Context: an optimization exercise on an open-source flow, tuned for small area, a short achievable clock period and few clock cycles. The choices shown serve that exercise and are no tape-out recipe. In this exercise RTL edits were held to simulation tests only and were not proved equivalent to the original. The clock port is modelled as an ideal driver; clocking choices that lean on that would not hold on a real chip. No activity file was given, so power comes from the tool's default toggle rates.

==> flow/design.v <==
module fsm(
    input [15:0] dataIn,
    input R_I,
    input reset,
    input clk,
    output reg REG_ERROR,
    output [15:0] dataOut,
    output reg R_O
);
wire        s = dataIn[15];
wire [14:0] x = dataIn[14:0];
wire        busy = R_O | REG_ERROR;
wire [11:0] lo;
assign lo[0] = 1'b0;
genvar g;
generate
    for (g = 1; g < 12; g = g + 1) begin : p
        assign lo[g] = |x[g-1:0];
    end
endgenerate
wire [11:0] m = x[11:0] ^ ({12{s}} & lo);
wire err = s ? ~&x[14:11] : (|x[14:12] | (x[11] & lo[11]));
wire l4 = s ? (&x[10:4] & lo[4]) : ~|x[11:4];
wire l8 = s ? (&x[10:8] & lo[8]) : ~|x[11:8];
wire [11:0] t4;
assign t4[11:8] = m[11:8] | ({4{l8}} & m[7:4]) | ({4{l4}} & m[3:0]);
assign t4[7:4]  = ({4{~l8}} & m[7:4]) | ({4{l8 & ~l4}} & m[3:0]);
assign t4[3:0]  = {4{~l8}} & m[3:0];
wire f1 = ~t4[11] & t4[10];
wire f2 = ~t4[11] & ~t4[10] & t4[9];
wire f3 = ~t4[11] & ~t4[10] & ~t4[9] & t4[8];
reg        sgn, q8, q4, p1, p2, p3;
reg [11:0] r4;
always @(posedge clk) begin
    sgn <= s;
    q8  <= l4;
    q4  <= l8 & ~l4;
    p1  <= f1;
    p2  <= f2;
    p3  <= f3;
    r4  <= t4;
    if (reset) begin
        R_O       <= 1'b0;
        REG_ERROR <= 1'b0;
    end else begin
        R_O       <= R_I & ~busy & ~err;
        REG_ERROR <= R_I & ~busy & err;
    end
end
wire p0 = r4[11];
wire [13:0] rz = {r4, 2'b00};
generate
    for (g = 0; g < 10; g = g + 1) begin : o_m
        assign dataOut[g] = (p0 & rz[g+3]) | (p1 & rz[g+2]) | (p2 & rz[g+1]) | (p3 & rz[g]);
    end
endgenerate
assign dataOut[10] = p1 | p3;
assign dataOut[11] = p0 | p3;
assign dataOut[12] = p3 ^ q4;
assign dataOut[13] = p3 ? q8 : ~(q4 | q8);
assign dataOut[14] = (p0 | p1 | p2 | p3) & ~(p3 & q8);
assign dataOut[15] = sgn;
endmodule
clock: 5.0 ns
lec_check: 0
cap_margin: 20
core_area: 2 2 62 62
die_area: 0 0 64 64
place_density: 0.85
setup_slack_margin: 2.68
slew_margin: 20
standard.sh (not shown) runs the stock make flow with config.mk's settings and CLKGATE_MAP_FILE= SYNTH_SCRIPT=/design/flow/synth_recipe.tcl, a recipe that flattens the netlist after the stock synthesis.
==> flow/flow/run.sh <==
#!/bin/bash
# ORFS layout as in standard.sh (the standard flow's own layout), with two changes:
#  - synthesis is synth_recipe.tcl, except that ABC maps with the script in
#    flow/map.abc (plain mapping, no sizing: the resizer sizes the cells
#    later) and, if MY_ABC_AVOID is set, without the slow many-input cells it
#    names; registers are mapped as in synth_recipe.tcl and keep their names;
#  - plain buf_1 cells as the port buffers (the resizer upsizes them where
#    timing needs it).
# Settings are in flow/params.sh; the ORFS output goes to standard_flow.log
# and the per-step logs under orfs/logs.
set -euo pipefail
W=$PWD
source "$W/flow/params.sh"
export MY_ABC_D MY_ABC_SCRIPT
# cells whose names match MY_ABC_AVOID (a regular expression) are kept out of ABC's library
MY_ABC_DONTUSE=""
if [[ -n "${MY_ABC_AVOID:-}" ]]; then
  MY_ABC_DONTUSE=$(grep -oE '^\s*cell *\( *"?sky130_fd_sc_hd__[a-z0-9_]+' "$FLOW_HOME/platforms/sky130hd/lib/sky130_fd_sc_hd__tt_025C_1v80.lib" \
    | grep -oE 'sky130_fd_sc_hd__[a-z0-9_]+' | grep -E "sky130_fd_sc_hd__($MY_ABC_AVOID)" | tr '\n' ' ')
fi
export MY_ABC_DONTUSE
# clock tree options, if set, replace ORFS's defaults for clock_tree_synthesis
if [[ -n "${MY_CTS_ARGS:-}" ]]; then export CTS_ARGS="$MY_CTS_ARGS"; fi
# extra ORFS variables (NAME=value words), e.g. repair options
for kv in ${MY_ENV:-}; do export "$kv"; done
export BUFFER_PORTS_ARGS="-buffer_cell sky130_fd_sc_hd__buf_1"
sed "s#SYNTH_SCRIPT=[^ ]*#SYNTH_SCRIPT=$W/flow/my_synth.tcl#" standard.sh > my_standard.sh
bash my_standard.sh finish > standard_flow.log 2>&1
==> flow/flow/params.sh <==
MY_ABC_D=""
MY_ABC_SCRIPT="$W/flow/map.abc"
MY_ABC_AVOID="or4|and4|or3|and3|nor4|nand4|o41|a41|o311|a311|o2111|a2111|mux4|xor3|xnor3|maj3|fa_|ha_"
MY_CTS_ARGS=""
MY_ENV=""
Other scripts of this flow, unchanged in this note and not shown: flow/flow/map.abc, flow/flow/my_synth.tcl
The starting point ran to the end with no violations.
Testbench counts at the start, summed over its fixed seeds: cycles 24,000.
Change:
Settings changed: CTS_CLUSTER_DIAMETER from default to 100, CTS_CLUSTER_SIZE from default to 30, PLACE_DENSITY 0.85 to default, SETUP_SLACK_MARGIN 2.68 to 2.6.
Outcome: The changed run produced a clean layout. Final cell count shrinks by about 1.3%. Power goes down by 6.2%. Global-route usage goes down by 0.40 points. Non-clock buffer count falls by 2. Fmax falls by about 0.9%. Critical path depth came out lower by 1. Die area does not change. Clock power came out lower by 22%. Final area shrinks by 3.1%.
Change:
Settings changed: CTS_CLUSTER_DIAMETER 100 to default, CTS_CLUSTER_SIZE 30 to default, PLACE_DENSITY from default to 0.4, SETUP_SLACK_MARGIN 2.6 to 2.68.
=>
- design area increases by about 5%
- synthesized cell count is unchanged
- total power went up by about 17%
- worst setup slack gets better by 0.012 ns
- routed wire length rose by about 10%
- utilization is higher by 2.0 points
Change:
Settings changed: PLACE_DENSITY 0.4 to default.
Result: Wire length came out lower by about 10%; synthesized cell count does not change; utilization drops by 1.9 points.
Change:
==> flow/flow/params.sh (replaced) <==
MY_ABC_D=""
MY_ABC_SCRIPT="$W/flow/map.abc"
MY_ABC_AVOID="or4|and4|or3|and3|nor4|nand4|o41|a41|o311|a311|o2111|a2111|mux4|xor3|xnor3|maj3|fa_|ha_|o21a|a21o|o22a|a22o|or2|and2|o31a|a31o|o211a|a211o|o221a|a221o|o32a|a32o|o21ba|a21bo|mux2_"
MY_CTS_ARGS=""
MY_ENV=""
Settings changed: SETUP_SLACK_MARGIN 2.68 to 2.6.
- The new run finished with timing, DRC and antenna clean
- synthesized area went up by a little under a tenth
- global-route usage rose by 0.62 points
- die area stays the same
- wire length goes up by a few percent
- non-clock buffer count stays the same
- sequential power is about the same
- setup slack gets worse by 0.055 ns
- power hardly moves
- clock skew hardly moves
- final area went up by roughly a tenth


== alpha ==
RTL: the design.v shown in full above, as it stands there.
==> flow/config.mk <==
export PLATFORM = sky130hd
export DESIGN_NAME = fsm
export DESIGN_NICKNAME = fsm
export VERILOG_FILES = /design/flow/design.v
export SDC_FILE = /design/flow/constraint.sdc
export NUM_CORES = 4
export LEC_CHECK = 0
export CAP_MARGIN = 20
export CORE_AREA = 2 2 62 62
export DIE_AREA = 0 0 64 64
export SETUP_SLACK_MARGIN = 2.6
export SLEW_MARGIN = 20
==> flow/constraint.sdc <==
create_clock -name core_clock -period 5.0 [get_ports {clk}]
set_input_delay 1.0000 -clock core_clock [delete_from_list [all_inputs] [get_ports {clk}]]
set_output_delay 1.0000 -clock core_clock [all_outputs]
set_load 0.01 [all_outputs]
==> flow/flow/map.abc <==
&get -n
&st
&dch
&nf
&put
topo
stime -c
dnsize -c
==> flow/flow/my_synth.tcl <==
# synth_recipe.tcl with the abc call's script replaced (MY_ABC_SCRIPT), its
# delay target dropped or set (MY_ABC_D) and cells kept out (MY_ABC_DONTUSE).
proc abc {args} {
  set out {}
  for {set i 0} {$i < [llength $args]} {incr i} {
    set a [lindex $args $i]
    if {$a eq "-script"} {
      incr i
      if {$::env(MY_ABC_SCRIPT) ne ""} { lappend out -script $::env(MY_ABC_SCRIPT) }
      continue
    }
    if {$a eq "-D"} { incr i; continue }
    lappend out $a
  }
  if {$::env(MY_ABC_D) ne ""} { lappend out -D $::env(MY_ABC_D) }
  # extra cells ABC may not map to (slow many-input cells)
  if {[info exists ::env(MY_ABC_DONTUSE)]} {
    foreach pat $::env(MY_ABC_DONTUSE) {
      lappend out -dont_use $pat
    }
  }
  puts "my abc: $out"
  yosys abc {*}$out
}
source [file join [file dirname [file normalize [info script]]] .. synth_recipe.tcl]
==> flow/flow/params.sh <==
MY_ABC_D=""
MY_ABC_SCRIPT="$W/flow/map.abc"
MY_ABC_AVOID="or4|and4|or3|and3|nor4|nand4|o41|a41|o311|a311|o2111|a2111|mux4|xor3|xnor3|maj3|fa_|ha_"
MY_CTS_ARGS=""
MY_ENV=""
Scripts as last shown in full above: flow/flow/run.sh
Having completed the whole flow, alpha delivered a layout that passed the timing, DRC and antenna checks.
Testbench counts of alpha, summed over its fixed seeds: cycles 24,000.
Input-level comparison between beta and alpha:
# alpha
export LEC_CHECK = 0
export CAP_MARGIN = 20
export CORE_AREA = 2 2 62 62
export DIE_AREA = 0 0 64 64
export SETUP_SLACK_MARGIN = 2.6
export SLEW_MARGIN = 20
create_clock -name core_clock -period 5.0 [get_ports {clk}]
# beta
export LEC_CHECK = 0
export CAP_MARGIN = 20
export CORE_AREA = 2 2 62 62
export DIE_AREA = 0 0 64 64
export SETUP_SLACK_MARGIN = 2.68
export SLEW_MARGIN = 20
create_clock -name core_clock -period 5.0 [get_ports {clk}]
==> flow/flow/map.abc <==
strash
dch
map -B 0.9
topo
stime -c
beta reports its most common library cell in the layout ignoring fill and taps as nand2_1 while alpha reports buf_1.
beta ended with every stage complete and zero timing, DRC or antenna violations.
Combinational share of power: beta vs alpha down 2.5 points
beta vs alpha: fmax up in beta
Per the comparison of beta with alpha, area growth from synthesis to layout went up by 0.28 points, global-route wire length before repair climbed 440 um.
Delta (beta minus alpha): core utilization up 5.4 points, non-clock buffer total of the final layout up 2, final cell count up 28%.
Relative to beta, the following input files were edited for gamma:
# beta
export LEC_CHECK = 0
export CAP_MARGIN = 20
export CORE_AREA = 2 2 62 62
export DIE_AREA = 0 0 64 64
export SETUP_SLACK_MARGIN = 2.68
export SLEW_MARGIN = 20
create_clock -name core_clock -period 5.0 [get_ports {clk}]
# gamma
export LEC_CHECK = 0
export CAP_MARGIN = 20
export CORE_AREA = 2 2 62 62
export DIE_AREA = 0 0 64 64
export SETUP_SLACK_MARGIN = 2.6
export SLEW_MARGIN = 20
create_clock -name core_clock -period 5.0 [get_ports {clk}]
==> flow/flow/map.abc <==
&get -n
&st
&dch
&nf
&put
topo
stime -c
==> flow/flow/params.sh <==
MY_ABC_D=""
MY_ABC_SCRIPT="$W/flow/map.abc"
MY_ABC_AVOID=""
MY_CTS_ARGS=""
MY_ENV=""
Findings:
gamma: flow completed, timing, DRC and antenna clean. The count of multi-input gates of gamma falls short of that of beta by 33%. For clock-cell share of area, beta and gamma come out practically identical. Simple-gate portion of the synthesized area: gamma vs beta down 11 points. Cmp gamma and beta / combinational share of power / lower: beta. gamma and beta ended up with nearly the same post-route antenna net violation count. Comparing gamma and beta, the lower largest fanout on the critical path is on gamma. Compare gamma and beta | met3 wirelength from detailed routing lower: beta. Commonest non-fill, non-tap cell in the layout = buf_1: gamma; commonest non-fill, non-tap cell in the layout = nand2_1: beta.
--- input diff gamma..delta ---
# gamma
export LEC_CHECK = 0
export CAP_MARGIN = 20
export CORE_AREA = 2 2 62 62
export DIE_AREA = 0 0 64 64
export SETUP_SLACK_MARGIN = 2.6
export SLEW_MARGIN = 20
create_clock -name core_clock -period 5.0 [get_ports {clk}]
# delta
export LEC_CHECK = 0
export CAP_MARGIN = 20
export CORE_AREA = 2 2 62 62
export DIE_AREA = 0 0 64 64
export SETUP_SLACK_MARGIN = 2.68
export SLEW_MARGIN = 20
create_clock -name core_clock -period 5.0 [get_ports {clk}]
-- flow/flow/params.sh --
<<< gamma, line 3
MY_ABC_AVOID=""
>>> delta, line 3
MY_ABC_AVOID="or4|and4|or3|and3|nor4|nand4|o41|a41|o311|a311|o2111|a2111|mux4|xor3|xnor3|maj3|fa_|ha_|a222oi|a221o|or2_0"
[summary]
gamma did not stop at any stage, and its layout met the timing, DRC and antenna checks. The flow did not stop early for delta: all stages ran, and the layout cleared the timing, DRC and antenna checks. Of delta and gamma, it is delta that has the higher net count of the mapped netlist. Via count of delta falls short of that of gamma by a few percent. Sequential cell area in the final layout, delta vs gamma: up slightly. First-pass GRT wire length: delta and gamma compared, higher one is gamma.
Inputs modified between delta and epsilon:
# delta
export LEC_CHECK = 0
export CAP_MARGIN = 20
export CORE_AREA = 2 2 62 62
export DIE_AREA = 0 0 64 64
export SETUP_SLACK_MARGIN = 2.68
export SLEW_MARGIN = 20
create_clock -name core_clock -period 5.0 [get_ports {clk}]
# epsilon
export LEC_CHECK = 0
export CAP_MARGIN = 20
export CORE_AREA = 2 2 62 62
export DIE_AREA = 0 0 64 64
export SETUP_SLACK_MARGIN = 2.5
export SLEW_MARGIN = 20
create_clock -name core_clock -period 5.0 [get_ports {clk}]
==> flow/flow/params.sh <==
MY_ABC_D=""
MY_ABC_SCRIPT="$W/flow/map.abc"
MY_ABC_AVOID="or4|and4|or3|and3|nor4|nand4|o41|a41|o311|a311|o2111|a2111|mux4|xor3|xnor3|maj3|fa_|ha_"
MY_CTS_ARGS=""
MY_ENV=""
Findings:
Going from delta to epsilon, global-route usage picked up an extra 0.77 points, first-pass GRT wire length picked up an extra about 0.9%. Die area came out exactly the same in epsilon and delta. Measured against each other, epsilon and delta differ in net total in the final layout, the lower figure coming from delta. The final layout from epsilon, which completed every stage, passed the timing, DRC and antenna checks at the end of the flow. Looking at epsilon and delta, the post-synthesis instance area is a wash. In the tables for epsilon and delta, combinational share of power reads higher with epsilon. epsilon vs. delta: layout buffering overhead excluding clock cells saw little to no change, number of distinct library cells after synthesis saw a decrease, final worst slack saw a decrease, non-filler instance count after layout saw an increase.


RTL: the design.v shown in full above, as it stands there.
==> flow/config.mk <==
export PLATFORM = sky130hd
export DESIGN_NAME = fsm
export DESIGN_NICKNAME = fsm
export VERILOG_FILES = /design/flow/design.v
export SDC_FILE = /design/flow/constraint.sdc
export NUM_CORES = 4
export LEC_CHECK = 0
export CAP_MARGIN = 0
export CORE_AREA = 2 2 62 62
export DIE_AREA = 0 0 64 64
export SETUP_SLACK_MARGIN = 2.68
export SLEW_MARGIN = 0
==> flow/constraint.sdc <==
create_clock -name core_clock -period 5.0 [get_ports {clk}]
set_input_delay 1.0000 -clock core_clock [delete_from_list [all_inputs] [get_ports {clk}]]
set_output_delay 1.0000 -clock core_clock [all_outputs]
set_load 0.01 [all_outputs]
==> flow/flow/map.abc <==
&get -n
&st
&dch
&nf
&put
topo
stime -c
==> flow/flow/params.sh <==
MY_ABC_D=""
MY_ABC_SCRIPT="$W/flow/map.abc"
MY_ABC_AVOID="or4|and4|or3|and3|nor4|nand4|o41|a41|o311|a311|o2111|a2111|mux4|xor3|xnor3|maj3|fa_|ha_"
MY_CTS_ARGS=""
MY_ENV=""
Scripts as last shown in full above: flow/flow/run.sh, flow/flow/my_synth.tcl
The starting point finished with timing, DRC and antenna clean.
Testbench counts at the start, summed over its fixed seeds: cycles 24,000.
Next try:
--- a/flow/config.mk
+++ b/flow/config.mk
@@ -8 +8 @@
-export CAP_MARGIN = 0
+export CAP_MARGIN = 20
@@ -11,2 +11,2 @@
-export SETUP_SLACK_MARGIN = 2.68
-export SLEW_MARGIN = 0
+export SETUP_SLACK_MARGIN = 2.6
+export SLEW_MARGIN = 20
Cell area hardly moves.
Die area is unchanged.
Count of clock-buffer cells in the layout is unchanged.
Total power fell by 0.64%.
Non-clock buffer count does not change.
Wire length rose by 1.2%.
Area after synthesis does not change.
Critical path depth does not change.
Utilization fell by 0.11 points.
Combinational power barely changes.
Next try:
==> flow/flow/params.sh (replaced) <==
MY_ABC_D=""
MY_ABC_SCRIPT="$W/flow/map.abc"
MY_ABC_AVOID="or4|and4|or3|and3|nor4|nand4|o41|a41|o311|a311|o2111|a2111|mux4|xor3|xnor3|maj3|fa_|ha_|a222oi|a221o|or2_0"
MY_CTS_ARGS=""
MY_ENV=""
The new run completed with no timing, DRC or antenna violations. Count of clock-buffer cells in the layout rises by 1. Setup slack gets worse by 0.018 ns. Utilization rises by 0.15 points. Power rises by 4.8%. Worst hold slack gets worse by 0.0092 ns. Non-clock buffer count falls by 1. Area after synthesis barely changes. Clock power rises by 33%. Design area rises by 0.38%.
Next try:
==> flow/flow/params.sh (replaced) <==
MY_ABC_D=""
MY_ABC_SCRIPT="$W/flow/map.abc"
MY_ABC_AVOID="or4|and4|or3|and3|nor4|nand4|o41|a41|o311|a311|o2111|a2111|mux4|xor3|xnor3|maj3|fa_|ha_"
MY_CTS_ARGS="-sink_clustering_enable -sink_clustering_size 50 -sink_clustering_max_diameter 300 -sink_clustering_levels 1 -repair_clock_nets -root_buf sky130_fd_sc_hd__clkbuf_8 -buf_list sky130_fd_sc_hd__clkbuf_8"
MY_ENV=""
--- a/flow/config.mk
+++ b/flow/config.mk
@@ -11 +11 @@
-export SETUP_SLACK_MARGIN = 2.6
+export SETUP_SLACK_MARGIN = 2.68
What happened: Routed wire length goes up by 3.1%; setup slack gains 0.023 ns; maximum frequency goes up by 1.0%; combinational power goes up by about 10%; design area goes up by 5.2%.
Next try:
==> flow/flow/map.abc (replaced) <==
strash
dch
map
topo
stime -c
==> flow/flow/params.sh (replaced) <==
MY_ABC_D=""
MY_ABC_SCRIPT="$W/flow/map.abc"
MY_ABC_AVOID="or4|and4|or3|and3|nor4|nand4|o41|a41|o311|a311|o2111|a2111|mux4|xor3|xnor3|maj3|fa_|ha_"
MY_CTS_ARGS=""
MY_ENV=""
The new run passed the timing, DRC and antenna checks.
Combinational power falls by a little under a tenth.
Area after synthesis rises by roughly a tenth.
Global-route usage rises by 3.0 points.
Cell area rises by a few percent.
Worst hold slack improved by 0.0098 ns.
Clock power rises by a quarter to a third.
Sequential cell count is unchanged.
Non-clock buffer count rises by 1.

afterwards: timing with drivers on the ports:
No port has a modelled driver above. Below, the same layouts with a new extraction and two added sets of constraints.
Step 1 sets driving cells, clkbuf_16 on the clock port and buf_2 on the other inputs (assumed; they add their load-dependent delay and slew).
Step 2, shift: input delay + t, output delay - t, t = (earliest + latest rising clock arrival at the registers) / 2. This alone moves slack from input paths to output paths.
Three values: no drivers, after step 1, after step 2; two values: the first two.
run	shift t [ns]	slack for setup (ns)	clock arrival spread, ns
the first run of note 1	0.308	2.729 / 2.707 / 2.425	0.004 / 0.004
the second run of note 1	0.302	2.709 / 2.688 / 2.426	0.002 / 0.002
the third run of note 1	0.312	2.722 / 2.699 / 2.473	0.002 / 0.003
the fourth run of note 1	0.309	2.752 / 2.732 / 2.470	0.002 / 0.002
the fifth run of note 1	0.296	2.697 / 2.698 / 2.401	0.009 / 0.009
alpha	0.302	2.709 / 2.688 / 2.426	0.002 / 0.002
beta	0.303	2.726 / 2.705 / 2.565	0.010 / 0.011
gamma	0.304	2.416 / 2.415 / 2.110	0.006 / 0.005
delta	0.296	2.783 / 2.764 / 2.507	0.002 / 0.001
epsilon	0.308	2.622 / 2.621 / 2.312	0.001 / 0.001
the first run of note 3	0.309	2.752 / 2.732 / 2.470	0.002 / 0.002
the second run of note 3	0.302	2.709 / 2.688 / 2.426	0.002 / 0.002
the third run of note 3	0.315	2.692 / 2.689 / 2.374	0.005 / 0.006
the fourth run of note 3	0.266	2.715 / 2.713 / 2.448	0.001 / 0.001
the fifth run of note 3	0.314	2.813 / 2.791 / 2.540	0.007 / 0.007
After both steps every run listed still meets setup and hold. The setup slack of the third run of note 3, which loses most, moves by -0.003 ns with the drivers and by -0.318 ns with both steps.
